Background: an optimization exercise with open tools, aiming at small area. Do not read the settings as production practice.
Function was checked by simulation only, so behaviour that the tests miss may differ from the original.
Power figures rest on the tool's default switching activity, not on a simulated workload.

`design/flow/config.mk`:
```
export PLATFORM = sky130hd
export DESIGN_NAME = rv32i_core
export DESIGN_NICKNAME = rv32i_core
export VERILOG_FILES = /design/flow/design.v
export SDC_FILE = /design/flow/constraint.sdc
export NUM_CORES = 4
export LEC_CHECK = 0
export CAP_MARGIN = 20
export CORE_MARGIN = 2
export CORE_UTILIZATION = 40
export PLACE_DENSITY = 0.6
export SLEW_MARGIN = 20
```
`design/flow/constraint.sdc`:
```
create_clock -name core_clock -period 11.0 [get_ports {clk}]
set_input_delay 2.2000 -clock core_clock [delete_from_list [all_inputs] [get_ports {clk}]]
set_output_delay 2.2000 -clock core_clock [all_outputs]
set_load 0.01 [all_outputs]
```
`design/flow/design.v`:
```
module rv32i_reg(
        input reset, clk, wb_enable,                 
        input [4:0] rs1_reg, rs2_reg, wb_reg,        
        input [31:0] wb_data,                        
        output [31:0] rs1_data, rs2_data         
    );
    logic [31:0] register [32];                      
    always @ (posedge clk)
    begin
        if (reset)                                   
        begin
           for (int i = 1; i < 32; i++)
           begin
                register[i] = 32'd0;
           end
        end
        else if (wb_enable == 1)                             
        begin
            if (wb_reg > 5'b0)  register[wb_reg] = wb_data;  
        end
    end
    assign rs1_data = (rs1_reg == 5'd0) ? 32'd0 : register[rs1_reg];   
    assign rs2_data = (rs2_reg == 5'd0) ? 32'd0 : register[rs2_reg];   
endmodule
module rv32i_ifTop(
        input clk, reset,                
        input [31:0] memIfData,          
        input jump_en_in,                
        input [31:0] jump_addr,          
        output [31:2] memIfAddr,     
        output [31:0] iw_out,        
        output reg [31:0] pc_out,        
        output reg jump_en_out               
    );
    reg [31:0] pc;
    wire jump_en_int;
    assign jump_en_int = jump_en_in;
    always @ (posedge clk)
    begin
        if (reset) pc <= 32'd0;                      
        else
        begin
            if (jump_en_int)    pc <= jump_addr;     
            else                pc <= pc + 32'd4;    
        end
        pc_out <= pc;                                
        jump_en_out <= jump_en_in;                   
    end
    assign iw_out = memIfData;                       
    assign memIfAddr = pc[31:02];                    
endmodule
module rv32i_idTop
    (
        input clk, reset,                            
        input [31:0] iw_in, pc_in,                   
        input [31:0] rs1_data_in, rs2_data_in,       
        input jump_en_in,                            
        input df_ex_enable,                          
        input [4:0] df_ex_reg,                       
        input [31:0] df_ex_data,                     
        input df_mem_enable,                         
        input [4:0] df_mem_reg,                      
        input [31:0] df_mem_data,                    
        input df_wb_enable,                          
        input [4:0] df_wb_reg,                       
        input [31:0] df_wb_data,                     
        output reg wb_en_out,
        output [4:0] rs1_reg, rs2_reg,
        output reg [4:0] wb_reg,   
        output reg [31:0] pc_out, iw_out,            
        output reg [31:00] rs1_data_out, rs2_data_out,
        output reg w_en_out,                             
        output reg jump_en_out,                          
        output reg [31:0] jump_addr                  
    );
    assign rs1_reg = iw_in[19:15];                   
    assign rs2_reg = iw_in[24:20];                   
	reg halt_ex, jump_en_flag, jump_en_int;
    reg [31:00] rs1_int, rs2_int;
    wire [6:0] opcode = {iw_in[6:0]};                
    always @ (posedge clk)
    begin
        if (reset)
        begin
            iw_out <= 0;
            jump_en_flag <= 0;
        end
        else if (jump_en_flag)
        begin
            iw_out <= 32'h13;                        
            jump_en_flag <= 0;                       
        end
        else if (halt_ex)   iw_out <= 32'h13;        
        else if (jump_en_int)
        begin
            jump_en_flag <= 1;                       
            iw_out <= iw_in;                         
        end
        else    iw_out <= iw_in;                     
        pc_out <= pc_in;                             
        wb_reg <= iw_in[11:07];                      
        rs1_data_out <= rs1_int;                     
        rs2_data_out <= rs2_int;                     
        if (reset)                      w_en_out <= 0;                   
        else if (jump_en_flag)          w_en_out <= 0;                   
        else if (opcode == 7'b0100011)  w_en_out <= 1;                   
        else                            w_en_out <= 0;                   
        if (jump_en_flag && !reset)     wb_en_out <= 0;          
        else if (
		        opcode == 7'b0100011 ||		         
                opcode == 7'b1100011 ||              
                opcode == 7'b0001111 ||              
                opcode == 7'b1110011                 
            )               wb_en_out <= 0;          
        else if (
                opcode == 7'b0110011 ||              
	            opcode == 7'b1100111 ||              
	            opcode == 7'b0000011 ||              
	            opcode == 7'b0010011 ||              
	            opcode == 7'b0110111 ||              
	            opcode == 7'b0010111 ||              
	            opcode == 7'b1101111                 
        )                   wb_en_out <= 1;         
        else if (reset)     wb_en_out <= 0;          
        else                wb_en_out <= 0;          
    end
    always @ (*)
    begin
        if (opcode == 7'b1110011)   halt_ex = 1;
        else if (reset)             halt_ex = 0;
        else                        halt_ex = 0;
        if (reset)                      jump_en_out = 0;                 
        else if (jump_en_in)            jump_en_out = 0;                 
        else                            jump_en_out = jump_en_int;       
        if      ((rs1_reg == df_ex_reg) && df_ex_enable && rs1_reg != 0)    rs1_int =  df_ex_data;
        else if ((rs1_reg == df_mem_reg) && df_mem_enable && rs1_reg != 0)  rs1_int =  df_mem_data;
        else if ((rs1_reg == df_wb_reg) && df_wb_enable && rs1_reg != 0)    rs1_int =  df_wb_data;
        else    rs1_int =  rs1_data_in;
        if      ((rs2_reg == df_ex_reg) && df_ex_enable && rs2_reg != 0)    rs2_int =  df_ex_data;
        else if ((rs2_reg == df_mem_reg) && df_mem_enable && rs2_reg != 0)  rs2_int =  df_mem_data;
        else if ((rs2_reg == df_wb_reg) && df_wb_enable && rs2_reg != 0)    rs2_int =  df_wb_data;
        else    rs2_int =  rs2_data_in;
        if (jump_en_in)
        begin
            jump_en_int =  0;
            jump_addr = 0;
        end
        else if(opcode == 7'b1100111)                                                                            
        begin
            jump_addr =  rs1_int + {{20{iw_in[31]}}, iw_in[31:20]};                                              
            jump_en_int =  1;                                                                                    
        end
        else if (opcode == 7'b1101111)                                                                           
        begin
            jump_addr =  pc_in + {2 * {{12{iw_in[31]}}, iw_in[31], iw_in[19:12], iw_in[20], iw_in[30:21]}};      
            jump_en_int =  1;                                                                                    
        end
        else if (opcode == 7'b1100011)                                                                           
        begin
            case (iw_in[14:12])
                3'b000:
                begin
                    if (rs1_int == rs2_int)                                                                                  
                    begin
                        jump_addr =  pc_in + {2 * {{20{iw_in[31]}}, iw_in[31], iw_in[07], iw_in[30:25], iw_in[11:08]}};      
                        jump_en_int =  1;                                                                                    
                    end
                    else
                    begin
                        jump_en_int =  0;                                                                                    
                        jump_addr =  0;                                                                                      
                    end
                end
                3'b001:
                begin
                    if (rs1_int != rs2_int)                                                                                  
                    begin
                        jump_addr =  pc_in + {2 * {{20{iw_in[31]}}, iw_in[31], iw_in[07], iw_in[30:25], iw_in[11:08]}};      
                        jump_en_int =  1;                                                                                    
                    end
                    else
                    begin
                        jump_en_int =  0;                                                                                    
                        jump_addr =  0;                                                                                      
                    end
                end
                3'b100:
                begin
                    if (signed'(rs1_int) < signed'(rs2_int))                                                                 
                    begin
                        jump_addr =  pc_in + {2 * {{20{iw_in[31]}}, iw_in[31], iw_in[07], iw_in[30:25], iw_in[11:08]}};      
                        jump_en_int =  1;                                                                                    
                    end
                    else
                    begin
                        jump_en_int =  0;                                                                                    
                        jump_addr =  0;                                                                                      
                    end
                end
                3'b101:
                begin
                    if (signed'(rs1_int) >= signed'(rs2_int))                                                                
                    begin
                        jump_addr =  pc_in + {2 * {{20{iw_in[31]}}, iw_in[31], iw_in[07], iw_in[30:25], iw_in[11:08]}};      
                        jump_en_int =  1;                                                                                    
                    end
                    else
                    begin
                        jump_en_int =  0;                                                                                    
                        jump_addr =  0;                                                                                      
                    end
                end
                3'b110:
                begin
                    if (rs1_int < rs2_int)                                                                                   
                    begin
                        jump_addr =  pc_in + {2 * {{20{iw_in[31]}}, iw_in[31], iw_in[07], iw_in[30:25], iw_in[11:08]}};      
                        jump_en_int =  1;                                                                                    
                    end
                    else
                    begin
                        jump_en_int =  0;                                                                                    
                        jump_addr =  0;                                                                                      
                    end
                end
                3'b111:
                begin
                    if (rs1_int >= rs2_int)                                                                                  
                    begin
                        jump_addr =  pc_in + {2 * {{20{iw_in[31]}}, iw_in[31], iw_in[07], iw_in[30:25], iw_in[11:08]}};      
                        jump_en_int =  1;                                                                                    
                    end
                    else
                    begin
                        jump_en_int =  0;                                                                                    
                        jump_addr =  0;                                                                                      
                    end
                end
                default:
                begin
                    jump_addr =  0;                                                                                          
                    jump_en_int =  0;                                                                                        
                end
            endcase
        end
        else
        begin
            jump_addr =  0;                                                                                                  
            jump_en_int =  0;                                                                                                
        end
    end
endmodule
module rv32i_exTop(
        input clk, reset, wb_en_in,                              
        input [4:0] wb_reg_in,
        input [31:0] pc_in, iw_in, rs1_data_in, rs2_data_in,     
        input w_en_in,                                           
        output reg [31:0] alu_out, iw_out, pc_out,               
        output reg [4:0] wb_reg_out,
        output reg wk_en_out,
        output reg w_en_out,                                         
        output reg [31:0] rs2_data_out,                          
        output df_ex_enable,      
        output [4:0] df_ex_reg,          
        output [31:0] df_ex_data        
    );
    reg [31:0] alu_temp;                    
    wire [2:0] func3 = {iw_in[14:12]};       
    wire [6:0] func7 = {iw_in[31:25]};       
    wire [4:0] shamt = {iw_in[24:20]};       
    wire [6:0] opcde = {iw_in[6:0]};         
    wire [6:0] i1    = {iw_in[31:25]};       
    always @ (*)
	 begin                               
        case (opcde)
            7'b0110011:                                                              
            begin
                case (func3)
                    3'b000:                                                          
                    begin
                        case (func7)
                            7'b0000000: alu_temp = rs1_data_in + rs2_data_in;        
                            7'b0100000: alu_temp = rs1_data_in - rs2_data_in;        
                            default:    alu_temp = rs1_data_in;                      
                        endcase
                    end
                    3'b001: alu_temp = rs1_data_in << (rs2_data_in & 32'h1F);        
                    3'b010:                                                          
                    begin
                        if (signed'(rs1_data_in) < signed'(rs2_data_in))
                            alu_temp = 32'd1;
                        else
                            alu_temp = 32'd0;
                    end
                    3'b011:                                                          
                    begin
                        if (rs1_data_in < rs2_data_in)
                            alu_temp = 32'd1;                                        
                        else
                            alu_temp = 32'd0;
                    end
                    3'b100: alu_temp = rs1_data_in ^ rs2_data_in;                    
                    3'b101:
                    begin
                        case (func7)
                            7'b0000000: alu_temp = rs1_data_in >> rs2_data_in[4:0];       
                            7'b0100000: alu_temp = $signed(rs1_data_in) >>> rs2_data_in[4:0];      
                            default: alu_temp = 32'b0;                               
                        endcase
                    end
                    3'b110: alu_temp = rs1_data_in | rs2_data_in;                    
                    3'b111: alu_temp = rs1_data_in & rs2_data_in;                    
                    default: alu_temp = 32'b0;                                       
                endcase
            end
            7'b1100111: alu_temp = pc_in + 32'd4;                                    
            7'b0000011:
            begin
                case (func3)
                    3'b000: alu_temp = rs1_data_in + {{20{iw_in[31]}}, iw_in[31:20]};                
                    3'b001: alu_temp = rs1_data_in + {{20{iw_in[31]}}, iw_in[31:20]};                
                    3'b010: alu_temp = rs1_data_in + {{20{iw_in[31]}}, iw_in[31:20]};                
                    3'b100: alu_temp = rs1_data_in + {{20{iw_in[31]}}, iw_in[31:20]};                
                    3'b101: alu_temp = rs1_data_in + {{20{iw_in[31]}}, iw_in[31:20]};                
                    default: alu_temp = 32'b0;                                                       
                endcase
            end
            7'b0010011:
            begin
                case (func3)
                    3'b000: alu_temp = rs1_data_in + {{20{iw_in[31]}}, iw_in[31:20]};                
                    3'b010:                                                                          
                    begin
                        if(signed'(rs1_data_in) < signed'({{20{iw_in[31]}}, iw_in[31:20]}))
                            alu_temp = 1;
                        else
                            alu_temp = 0;
                    end
                    3'b011:                                                                          
                    begin
                        if(rs1_data_in < {{20{iw_in[31]}}, iw_in[31:20]})
                            alu_temp = 1;
                        else
                            alu_temp = 0;
                    end
                    3'b100: alu_temp = rs1_data_in ^ {{20{iw_in[31]}}, iw_in[31:20]};                
                    3'b110: alu_temp = rs1_data_in | {{20{iw_in[31]}}, iw_in[31:20]};                
                    3'b111: alu_temp = rs1_data_in & {{20{iw_in[31]}}, iw_in[31:20]};                
                    3'b001: alu_temp = rs1_data_in << shamt;                                         
                    3'b101:
                    begin
                        case (i1)
                            7'b0000000: alu_temp = rs1_data_in >> shamt;                             
                            7'b0100000: alu_temp = $signed(rs1_data_in) >>> shamt;                            
                            default: alu_temp = 32'b0;                                               
                        endcase
                    end
                    default: alu_temp = 32'b0;                                                       
                endcase
            end
            7'b0100011:
            begin
                case (func3)
                    3'b000: alu_temp = rs1_data_in + {{20{iw_in[31]}}, iw_in[31:25], iw_in[11:07]};      
                    3'b001: alu_temp = rs1_data_in + {{20{iw_in[31]}}, iw_in[31:25], iw_in[11:07]};      
                    3'b010: alu_temp = rs1_data_in + {{20{iw_in[31]}}, iw_in[31:25], iw_in[11:07]};      
                    default: alu_temp = 32'b0;                                                           
                endcase
            end
            7'b1100011:
            begin
                case (func3)
                    3'b000:                                                                              
                    begin
                        if (rs1_data_in == rs2_data_in)
                            alu_temp = pc_in + (2 * {{20{iw_in[7]}}, iw_in[7], iw_in[31:25], iw_in[11:08]});
                        else
                            alu_temp = 32'b0;
                    end
                    3'b001:                                                                              
                    begin
                        if (rs1_data_in != rs2_data_in)
                            alu_temp = pc_in + (2 * {{20{iw_in[7]}}, iw_in[7], iw_in[31:25], iw_in[11:08]});
                        else
                            alu_temp = 32'b0;
                    end
                    3'b100:                                                                              
                    begin
                        if (signed'(rs1_data_in) < signed'(rs2_data_in))
                            alu_temp = pc_in + (2 * {{20{iw_in[7]}}, iw_in[7], iw_in[31:25], iw_in[11:08]});
                        else
                            alu_temp = 32'b0;
                    end
                    3'b101:                                                                              
                    begin
                        if (rs1_data_in >= rs2_data_in)
                            alu_temp = pc_in + (2 * {{20{iw_in[7]}}, iw_in[7], iw_in[31:25], iw_in[11:08]});
                        else
                            alu_temp = 32'b0;
                    end
                    3'b110:                                                                              
                    begin
                        if (rs1_data_in < rs2_data_in)
                            alu_temp = pc_in + (2 * {{20{iw_in[7]}}, iw_in[7], iw_in[31:25], iw_in[11:08]});
                        else
                            alu_temp = 32'b0;
                    end
                    3'b111:                                                                              
                    begin
                        if (rs1_data_in >= rs2_data_in)
                            alu_temp = pc_in + (2 * {{20{iw_in[7]}}, iw_in[7], iw_in[31:25], iw_in[11:08]});
                        else
                            alu_temp = 32'b0;
                    end
                    default: alu_temp = 32'b0;                                                           
                endcase
            end
            7'b0110111: alu_temp = {iw_in[31:12], 12'b0};                                                
            7'b0010111: alu_temp = {iw_in[31:12], 12'b0} + pc_in;                                        
            7'b1101111: alu_temp = pc_in + 32'd4;                                                        
            default: alu_temp = 32'b0;                                                           
        endcase
    end
    always @ (posedge(clk))
    begin
        if (reset)
        begin
            alu_out <= 32'b0;
            iw_out <= 0;
            pc_out <= 0;
            wb_reg_out <= 0;
            wk_en_out <= 0;
        end
        else
        begin
            alu_out <= alu_temp;
            iw_out <= iw_in;                 
            pc_out <= pc_in;                 
            wb_reg_out <= wb_reg_in;         
            wk_en_out <= wb_en_in;           
        end
        w_en_out        <= w_en_in;          
        rs2_data_out    <= rs2_data_in;      
    end
    assign df_ex_enable = wb_en_in;          
    assign df_ex_reg    = wb_reg_in;         
    assign df_ex_data   = alu_temp;          
endmodule
module rv32i_memTop(
        input clk, reset, wb_en_in,                  
        input [31:0] pc_in, iw_in, alu_in,           
        input [4:0] wb_reg_in,
        output reg wb_en_out,                            
        output reg [31:0] pc_out, iw_out, alu_out,   
        output reg [4:0] wb_reg_out,
        input [31:00] memif_rdata,                   
        input [31:00] io_rdata,                      
        input [31:00] rs2_data_in,                   
        input w_en_in,                               
        output reg memif_we,                             
        output [3:0] memif_be,                       
        output [31:2] memif_addr,                    
        output [31:0] memif_wdata,                   
        output [31:00] memif_rdata_out,              
        output reg io_we,                                
        output [31:02] io_addr,                      
        output [31:00] io_wdata,                     
        output reg [01:00] src_sel_out,                  
        output df_mem_enable,                
        output [4:0] df_mem_reg,         
        output [31:0] df_mem_data        
    );
function logic [3:0] writeBankEnable(
        input logic [1:0] bank,               
        input logic [1:0] w                   
    );
    case (w)
        2'b00:
        begin
            case(bank)
                2'b00:   writeBankEnable = 4'b0001;      
                2'b01:   writeBankEnable = 4'b0010;      
                2'b10:   writeBankEnable = 4'b0100;      
                2'b11:   writeBankEnable = 4'b1000;      
                default: writeBankEnable = 4'b0000;      
            endcase
        end
        2'b01:
        begin
            case (bank)
                2'b00:   writeBankEnable = 4'b0011;      
                2'b01:   writeBankEnable = 4'b0110;      
                2'b10:   writeBankEnable = 4'b1100;      
                default: writeBankEnable = 4'b0000;      
            endcase
        end
        2'b10:           writeBankEnable = 4'b1111;      
        default:         writeBankEnable = 4'b1111;      
    endcase
endfunction
function logic [31:0] shifted_rs2_data(
        input logic [31:0] rs2_data,
        input logic [1:0] bank
    );
    case (bank)
        2'b00:  shifted_rs2_data = rs2_data << 0;    
        2'b01:  shifted_rs2_data = rs2_data << 8;    
        2'b10:  shifted_rs2_data = rs2_data << 16;   
        2'b11:  shifted_rs2_data = rs2_data << 24;   
    endcase
endfunction
function logic [31:0] shifted_d_rdata(
        input logic [31:0] d_rdata,
        input logic [1:0] bank,
        input logic [1:0] w,
        input logic sign
    );
    logic [31:0] temp;                       
    case (bank)                              
        2'b00:      temp = d_rdata >> 00;
        2'b01:      temp = d_rdata >> 08;
        2'b10:      temp = d_rdata >> 16;
        2'b11:      temp = d_rdata >> 24;
        default:    temp = d_rdata;
    endcase
    if (!sign)                               
    begin
        case (w)                             
            2'b00:      shifted_d_rdata = {{24{temp[07]}}, temp[07:00]};
            2'b01:      shifted_d_rdata = {{16{temp[15]}}, temp[15:00]};
            default:    shifted_d_rdata = temp;
        endcase
    end
    else                                     
    begin
        case (w)                             
            2'b00:      shifted_d_rdata = {24'b0, temp[07:00]};
            2'b01:      shifted_d_rdata = {16'b0, temp[15:00]};
            default:    shifted_d_rdata = temp;
        endcase
    end
endfunction
    wire [01:00] width = iw_in[13:12];       
    wire [01:00] bank = alu_in[1:0];         
    wire [06:00] opcode = {iw_in[6:0]};      
    reg [01:00] src_sel_int;
    assign memif_addr   = alu_in[31:02];                         
    assign memif_be     = writeBankEnable(bank, width);          
    assign memif_wdata  = shifted_rs2_data(rs2_data_in, bank);   
    assign io_addr      = alu_in[31:02];
    assign io_wdata     = shifted_rs2_data(rs2_data_in, bank);   
    assign memif_rdata_out = shifted_d_rdata(memif_rdata, alu_out[1:0], iw_out[13:12], iw_out[14]);
    always @ (*)
    begin
        if (w_en_in && alu_in[31])           
        begin
            io_we       =  1;                
            memif_we    =  0;                
        end
        else if (w_en_in && !alu_in[31])     
        begin
            io_we       =  0;                
            memif_we    =  1;                
        end
        else if (!w_en_in && alu_in[31])     
        begin
            io_we   =  0;                    
            memif_we  =  0;                  
        end
        else
        begin
            io_we   =  0;                    
            memif_we  =  0;                  
        end
        if (!w_en_in)
        begin
            if (!alu_in[31] && opcode == 7'b0000011)        src_sel_int =  0;    
            else if (alu_in[31] && opcode == 7'b0000011)    src_sel_int =  1;    
            else                                            src_sel_int =  2;    
        end
        else                                                src_sel_int =  2;    
    end
    always @ (posedge clk)
    begin
        if (reset)
        begin
            iw_out <= 0;                 
            pc_out <= 0;                 
            alu_out <= 0;                
            wb_en_out <= 0;              
            wb_reg_out <= 0;
            src_sel_out <= 0;            
        end
        else
        begin
            iw_out <= iw_in;             
            pc_out <= pc_in;             
            alu_out <= alu_in;           
            wb_en_out <= wb_en_in;       
            wb_reg_out <= wb_reg_in;
            src_sel_out <= src_sel_int;
        end
    end
    assign df_mem_enable = wb_en_out;
    assign df_mem_reg    = wb_reg_out;
    assign df_mem_data   = alu_out;
endmodule
module rv32i_wbTop(
        input clk, reset, wb_en_in,          
        input [4:0] wb_reg_in,               
        input [31:0] pc_in, iw_in, alu_in,   
        input [31:00] memif_rdata,           
        input [31:00] io_rdata,              
        input [01:00] src_sel_in,            
        output reg wb_en_out,                    
        output reg [31:0] wb_data,           
        output reg [4:0] wb_reg_out,         
        output df_wb_enable,                 
        output [4:0] df_wb_reg,          
        output [31:0] df_wb_data         
    );
    wire [01:00] src_sel_int = src_sel_in;
    always @ (*)
    begin
        if (reset)  wb_en_out =  0;
        else        wb_en_out =  wb_en_in;
        wb_reg_out =  wb_reg_in;
        if (src_sel_int == 2'd2)        wb_data =  alu_in;       
        else if (src_sel_int == 2'd1)   wb_data =  io_rdata;     
        else if (src_sel_int == 2'd0)   wb_data =  memif_rdata;  
        else                            wb_data =  alu_in;
    end
    assign df_wb_enable = wb_en_out;
    assign df_wb_reg    = wb_reg_out;
    assign df_wb_data   = alu_in;
endmodule
module rv32i_core(
        input clk,                       
        input reset,                     
        output [31:02] i_addr,           
        input  [31:00] i_rdata,          
        output [31:02] d_addr,           
        output d_we,                     
        output io_we,                    
        output [03:00] d_be,             
        output [31:00] d_wdata,          
        input  [31:00] d_rdata,          
        input  [31:00] io_rdata          
    );
    wire wb_en_stage2, wb_en_stage3, wb_en_stage4, wb_en_stage5;
    wire [04:00] rs1_reg, rs2_reg, wb_reg_stage2, wb_reg_stage3, wb_reg_stage4, wb_reg_stage5;
    wire [31:00] rs1_data, rs2_data, alu_out_stage3, alu_out_stage4, alu_out_stage5;
    wire [31:00] iw_stage1, iw_stage2, iw_stage3, iw_stage4, pc_stage1, pc_stage2, pc_stage3, pc_stage4;
    wire [31:00] rs1_data_stage2, rs2_data_stage2, rs2_data_stage3;
    wire df_ex_enable, df_mem_enable, df_wb_enable, jump_en_stage1, jump_en_stage2;
    wire [04:00] df_ex_reg, df_mem_reg, df_wb_reg;
    wire [31:00] df_ex_data, df_mem_data, df_wb_data, jump_addr;
    wire [31:00] memif_rdata_stage4;
    wire [31:02] io_addr_stage4;
    wire [31:00] io_wdata_stage4;
    wire w_en_stage2, w_en_stage3;
    wire [01:00] src_sel_stage4;
    rv32i_reg regFsInstance (
        .clk(clk), .reset(reset),
        .rs1_reg(rs1_reg), .rs2_reg(rs2_reg),
        .wb_reg(wb_reg_stage5), .wb_data(alu_out_stage5), .wb_enable(wb_en_stage5),
        .rs1_data(rs1_data), .rs2_data(rs2_data)
    );
    rv32i_ifTop ifTopInstance(
        .clk(clk), .reset(reset),
        .memIfData(i_rdata),
        .jump_en_in(jump_en_stage2), .jump_addr(jump_addr),
        .memIfAddr(i_addr),
        .iw_out(iw_stage1), .pc_out(pc_stage1), .jump_en_out(jump_en_stage1)
    );
    rv32i_idTop idTopInstance(
        .clk(clk), .reset(reset),
        .iw_in(iw_stage1), .pc_in(pc_stage1), .jump_en_in(jump_en_stage1),
        .rs1_data_in(rs1_data), .rs2_data_in(rs2_data),
        .rs1_reg(rs1_reg), .rs2_reg(rs2_reg),
        .jump_en_out(jump_en_stage2), .jump_addr(jump_addr),
        .df_ex_enable(df_ex_enable), .df_ex_reg(df_ex_reg), .df_ex_data(df_ex_data),
        .df_mem_enable(df_mem_enable), .df_mem_reg(df_mem_reg), .df_mem_data(df_mem_data),
        .df_wb_enable(df_wb_enable), .df_wb_reg(df_wb_reg), .df_wb_data(df_wb_data),
        .w_en_out(w_en_stage2), .wb_reg(wb_reg_stage2), .wb_en_out(wb_en_stage2),
        .iw_out(iw_stage2), .pc_out(pc_stage2),
        .rs1_data_out(rs1_data_stage2), .rs2_data_out(rs2_data_stage2)
    );
    rv32i_exTop exTopInstance(
        .clk(clk), .reset(reset),
        .pc_in(pc_stage2), .iw_in(iw_stage2), .wb_en_in(wb_en_stage2),
        .rs1_data_in(rs1_data_stage2), .rs2_data_in(rs2_data_stage2),
        .wb_reg_in(wb_reg_stage2), .w_en_in(w_en_stage2),
        .alu_out(alu_out_stage3), .pc_out(pc_stage3), .iw_out(iw_stage3),
        .wk_en_out(wb_en_stage3), .wb_reg_out(wb_reg_stage3),
        .w_en_out(w_en_stage3), .rs2_data_out(rs2_data_stage3),
        .df_ex_enable(df_ex_enable), .df_ex_reg(df_ex_reg), .df_ex_data(df_ex_data)
    );
    rv32i_memTop memTopInstance(
        .clk(clk), .reset(reset),
        .pc_in(pc_stage3), .iw_in(iw_stage3), .wb_reg_in(wb_reg_stage3),
        .alu_in(alu_out_stage3), .wb_en_in(wb_en_stage3), .w_en_in(w_en_stage3),
        .rs2_data_in(rs2_data_stage3),
        .memif_rdata(d_rdata), .io_rdata(io_rdata),
        .pc_out(pc_stage4), .iw_out(iw_stage4), .wb_en_out(wb_en_stage4),
        .wb_reg_out(wb_reg_stage4), .alu_out(alu_out_stage4),
        .memif_rdata_out(memif_rdata_stage4), .src_sel_out(src_sel_stage4),
        .df_mem_enable(df_mem_enable), .df_mem_reg(df_mem_reg), .df_mem_data(df_mem_data),
        .memif_addr(d_addr), .memif_we(d_we), .memif_be(d_be), .memif_wdata(d_wdata),
        .io_addr(io_addr_stage4), .io_we(io_we), .io_wdata(io_wdata_stage4)
    );
    rv32i_wbTop wbTopinstance(
        .clk(clk), .reset(reset),
        .pc_in(pc_stage4), .iw_in(iw_stage4), .wb_en_in(wb_en_stage4),
        .src_sel_in(src_sel_stage4), .memif_rdata(memif_rdata_stage4), .io_rdata(io_rdata),
        .wb_reg_in(wb_reg_stage4), .alu_in(alu_out_stage4),
        .wb_data(alu_out_stage5), .wb_reg_out(wb_reg_stage5), .wb_en_out(wb_en_stage5),
        .df_wb_enable(df_wb_enable), .df_wb_reg(df_wb_reg), .df_wb_data(df_wb_data)
    );
endmodule
```
`design/flow/run.sh`:
```
#!/bin/bash
# synth_recipe.tcl (not shown) runs the flow's synth.tcl, then flattens the netlist and writes it again
# the make line also repeats each setting of config.mk as NAME=value (left out here)
make -C /OpenROAD-flow-scripts/flow DESIGN_CONFIG=/design/flow/config.mk WORK_HOME=/design/flow/orfs CLKGATE_MAP_FILE= SYNTH_SCRIPT=/design/flow/synth_recipe.tcl finish
```
==> impl_metrics.py <==
metrics = {
    "cts": {
        "htree_levels": 4,
        "ctsHoldBuffers": 0,
        "cts.sinks": 1349,
        "clock_path_buffers": 3,
        "clk_pin_slew_ps": 60,
        "cts-resized-gates": 0,
        "cts_tree": "yes",
        "numCtsBuffers": 152,
        "clkLatencyLatePin_ps": 850,
        "cts_setup_buffers": 0,
        "cts_root_buf": "clkbuf_16",
    },
    "routing": {
        "dr_total_vias": 76832,
        "routed_wl_um": 413000,
        "first_pass_iters": 10,
        "route.detailed.drc": 0,
        "wl_per_cell_um": 36.7,
        "vias_per_cell": 6.83,
        "drtIter0Drc": 12604,
        "ant_nets": 0,
    },
    "yosys": {
        "syn_area_mm2": 0.0904,
        "ys_async_sr_fraction": 0,
        "synth_top_family_by_area": "multiplexers",
        "yosysWarningCount": 6,
        "synth_cell_types": 95,
        "synthFlopType": "edfxtp_1",
        "synth.top_cells.by_area": "edfxtp_1, mux4_2, dfxtp_1",
        "seq_area_frac_synth": 0.412,
        "avgSynthCellArea_um2": 10.9,
        "synth_simple_gate_area_frac": 0.122,
        "yosys.area.top_type": "edfxtp_1",
        "synth_mux_area_frac": 0.214,
        "synth_edf_count": 1024,
        "ys_ff_latch": 1349,
        "synth_compound_area_frac": 0.131,
        "synth_fa_ha_area_frac": 0.0521,
        "synth_cells": 8308,
        "synth_xor_xnor_area_share": 0.0230,
        "synth_top_area_share": 0.340,
    },
    "cells_and_area": {
        "regArea_mm2": 0.0373,
        "fillers": 20850,
        "final_nets": 8602,
        "multiInputGateArea_mm2": 0.0496,
        "areaGrowthSynthToFinish_pct": 11.0,
        "largest_reg_flops": 1024,
        "layout-drive-gt1-share": 0.180,
    },
    "worst_setup_path": {
        "reg2reg_from": "idTopInstance.rs1_data_out[27]",
        "critPathKind": "flop to flop",
        "end_kind": "flop",
        "worst_ep_arrival_time_ps": 10650,
        "regToRegEndpoint": "ifTopInstance.pc[24]",
        "startpoint_type": "flop",
        "cp_max_fo": 20,
        "rrSetupSlack_ps": 1040,
        "reg2regPathDepth": 25,
        "startpoint": "idTopInstance.rs1_data_out[27]",
        "crit_required_ps": 11690,
    },
    "die": {
        "die_w_um": 479,
        "die-area_mm2": 0.230,
        "ios": 196,
        "start_util": 0.402,
        "placementRows": 174,
        "core_mm2": 0.225,
        "fp.dieH_um": 479,
    },
    "place": {
        "gp_congestion": 1.06,
        "io_buffer_count": 195,
        "dp_hpwl_um": 273000,
    },
    "hold_path": {
        "hp-class": "flop to flop",
        "whs_endpoint": "exTopInstance.w_en_out",
        "hold_depth": 0,
        "worstHoldStart": "idTopInstance.w_en_out",
    },
    "timing": {
        "slew_viol_final": 0,
        "post-route-period-util": 0.905,
        "skew_ps": 55.5,
        "hold_viol": 0,
        "worst_pin_slew_ps": 1270,
        "max_freq_ghz": 0.100,
        "finalSetupTns_ps": 0,
        "period_needed_ps": 9960,
        "rsz0062_at_grt": "false",
        "slew_headroom": 0.156,
        "setup_viol": 0,
    },
    "status": {
        "outcome": "timing/DRC/antenna clean",
    },
    "power": {
        "p_per_area_mw_per_mm2": 149,
        "vdd_drop_max_mv": 0.167,
        "p_total_mw": 15.0,
        "total_leakage_power_nw": 36.5,
        "power.internal_mw": 9.94,
        "p_clk_frac": 0.342,
        "seqPwrFrac": 0.393,
        "power_switching_mw": 5.03,
        "swShare": 0.336,
        "p_comb_frac": 0.264,
    },
    "global_routing": {
        "grtUsageTotal": 0.351,
        "grt.overflow.total": 0,
        "grt_start_max_net_pins": 94,
        "grt_pass1_vias": 73692,
        "grt_pass1_wl_um": 572000,
        "antenna_found_initial": 28,
    },
    "run": {
        "cap_violations": 0,
    },
}
==> cell type report <==
class | count | area share
antenna | 14 | 0.000349
clock buffer | 192 | 0.0416
clock inverter | 74 | 0.00740
inverter | 222 | 0.00831
multi-input combinational | 5974 | 0.494
sequential | 1349 | 0.371
tap | 2992 | 0.0373
timing repair buffer | 434 | 0.0393
==> through the flow <==
step / instances / util / setup WS [ps] / hold slack [ps] / cell area, um2
final: 11251 / 0.447 / 1040 / 337 / 100000
after global routing: 11238 / 0.447 / 951 / 345 / 100000
after CTS: 11235 / 0.446 / 1860 / 340 / 100000
after detailed placement: 10969 / 0.424 / 1750 / 326 / 95400
after global placement: 10967 / 0.424 / 1760 / 316 / 95300
after floorplan: 8339 / - / 2790 / 310 / 90500
==> power groups by stage <==
stage | combinational [mW] | clock [mW] | sequential (mW)
2_1_floorplan | 2.34 | 0 | 5.88
3_3_place_gp | 3.76 | 0 | 5.97
3_5_place_dp | 3.75 | 0 | 5.98
4_1_cts | 3.77 | 5.15 | 5.88
5_1_grt | 4.07 | 5.34 | 5.90
6_report | 3.95 | 5.13 | 5.89
==> cell usage in the layout, fill, tap and decap left out, types with 98 or more instances in the layout <==
master	netlist	final
a211oi_1	134	134
a21o_1	134	134
a21oi_1	515	498
buf_4	67	224
clkbuf_16	0	159
clkdlybuf4s50_1	0	183
dfxtp_1	325	309
edfxtp_1	1024	1024
ha_1	362	362
inv_1	216	216
mux2i_1	132	126
mux4_2	745	745
nand2_1	437	383
nor2_1	1506	1502
nor2b_1	111	111
nor3_1	101	98
o21ai_0	361	359
xnor2_1	147	147
==> per-layer routing <==
metal  global-route usage  routed length (um)
met3               0.0980               50800
met4                0.282               41300
met2                0.541              184000
met1                0.413              137000
met5                    0                  90
==> cell usage after synthesis, types with 20 or more instances <==
library cell  count
nor4_1           29
nor2_1         1506
o31ai_1          27
and2_1           59
o21a_1           31
nand3_1          91
mux4_2          745
xor2_1           90
a31oi_1          52
a21o_1          134
nand2b_1         41
nand2_1         437
o22ai_1          24
nor3_1          101
ha_1            362
a211oi_1        134
o21bai_1         33
a211o_1          31
a221o_1          23
buf_1           129
clkbuf_1        564
edfxtp_1       1024
buf_4            67
mux2i_1         132
nor2b_1         111
o21ai_0         361
o32ai_1          21
or3_1            28
a221oi_1         94
inv_1           216
dfxtp_1         325
and3_1           37
buf_2            30
or2_2            20
o221ai_1         35
o211ai_1         65
a22oi_1          38
xnor2_1         147
a21oi_1         515
mux2_2           88
nand4_1          48
==> critical path, cell delays in order, from the launching register on <==
cell      delay (ps)
dfxtp_1          330
buf_4            430
inv_1            420
ha_1             570
nor4_1           740
nand4_1          330
nor4_1           660
xor2_1           140
a22oi_1          330
a31oi_4          320
inv_1            380
o221ai_1         520
a211oi_1         790
a21oi_1          260
ha_1             350
nand4_1          120
or3_1            410
or3_1            460
or3_1            380
a21oi_1          180
o21ai_1          100
a21oi_2          580
o21ba_2          460
o21ai_0          170
a221oi_1         240
a211oi_1          80
==> worst max path at each step <==
stage                           endpoint  cells past startpoint
floorplan           ifTopInstance.pc[25]                     21
finish              ifTopInstance.pc[24]                     25
detailed placement  ifTopInstance.pc[24]                     19
global route        ifTopInstance.pc[27]                     25
CTS                 ifTopInstance.pc[24]                     25
global placement    ifTopInstance.pc[24]                     18
==> kinds of logic (layout without fill, tap and decap cells) <==
kind of cell | Yosys count | after routing
and+or+nand+nor | 2558 | 2558
AOI/OAI and AO/OA | 1802 | 1802
DFF | 1349 | 1349
buffers and inverters | 1016 | 922
muxes | 974 | 974
adders and majority gates | 371 | 371
xor gates and xnor gates | 237 | 237
other | 1 | 46

==> port drivers added, routing unchanged <==
No port has a modelled driver above. Below, the same layout with a new extraction and two added sets of constraints.
Step 1 sets driving cells, clkbuf_16 on the clock port and buf_2 on the other inputs (assumed; they add their load-dependent delay and slew).
Step 2 also shifts input and output timing later by t, the mid clock arrival at the registers, as if the neighbouring blocks saw the same clock.
a / b / c = no drivers / after step 1 / after step 2; a / b = the first two.
t (ns): 0.903
setup WS [ns]: 1.044 / 1.044 / 1.044
worst hold slack (ns): 0.337 / 0.337 / 0.337
worst setup path at the end: register to register
worst slew at a driven data input, ns: 0.09
After both steps setup and hold are still met in this run. For this run, drivers alone change the setup slack by 0.000 ns; drivers and shift together by 0.000 ns.
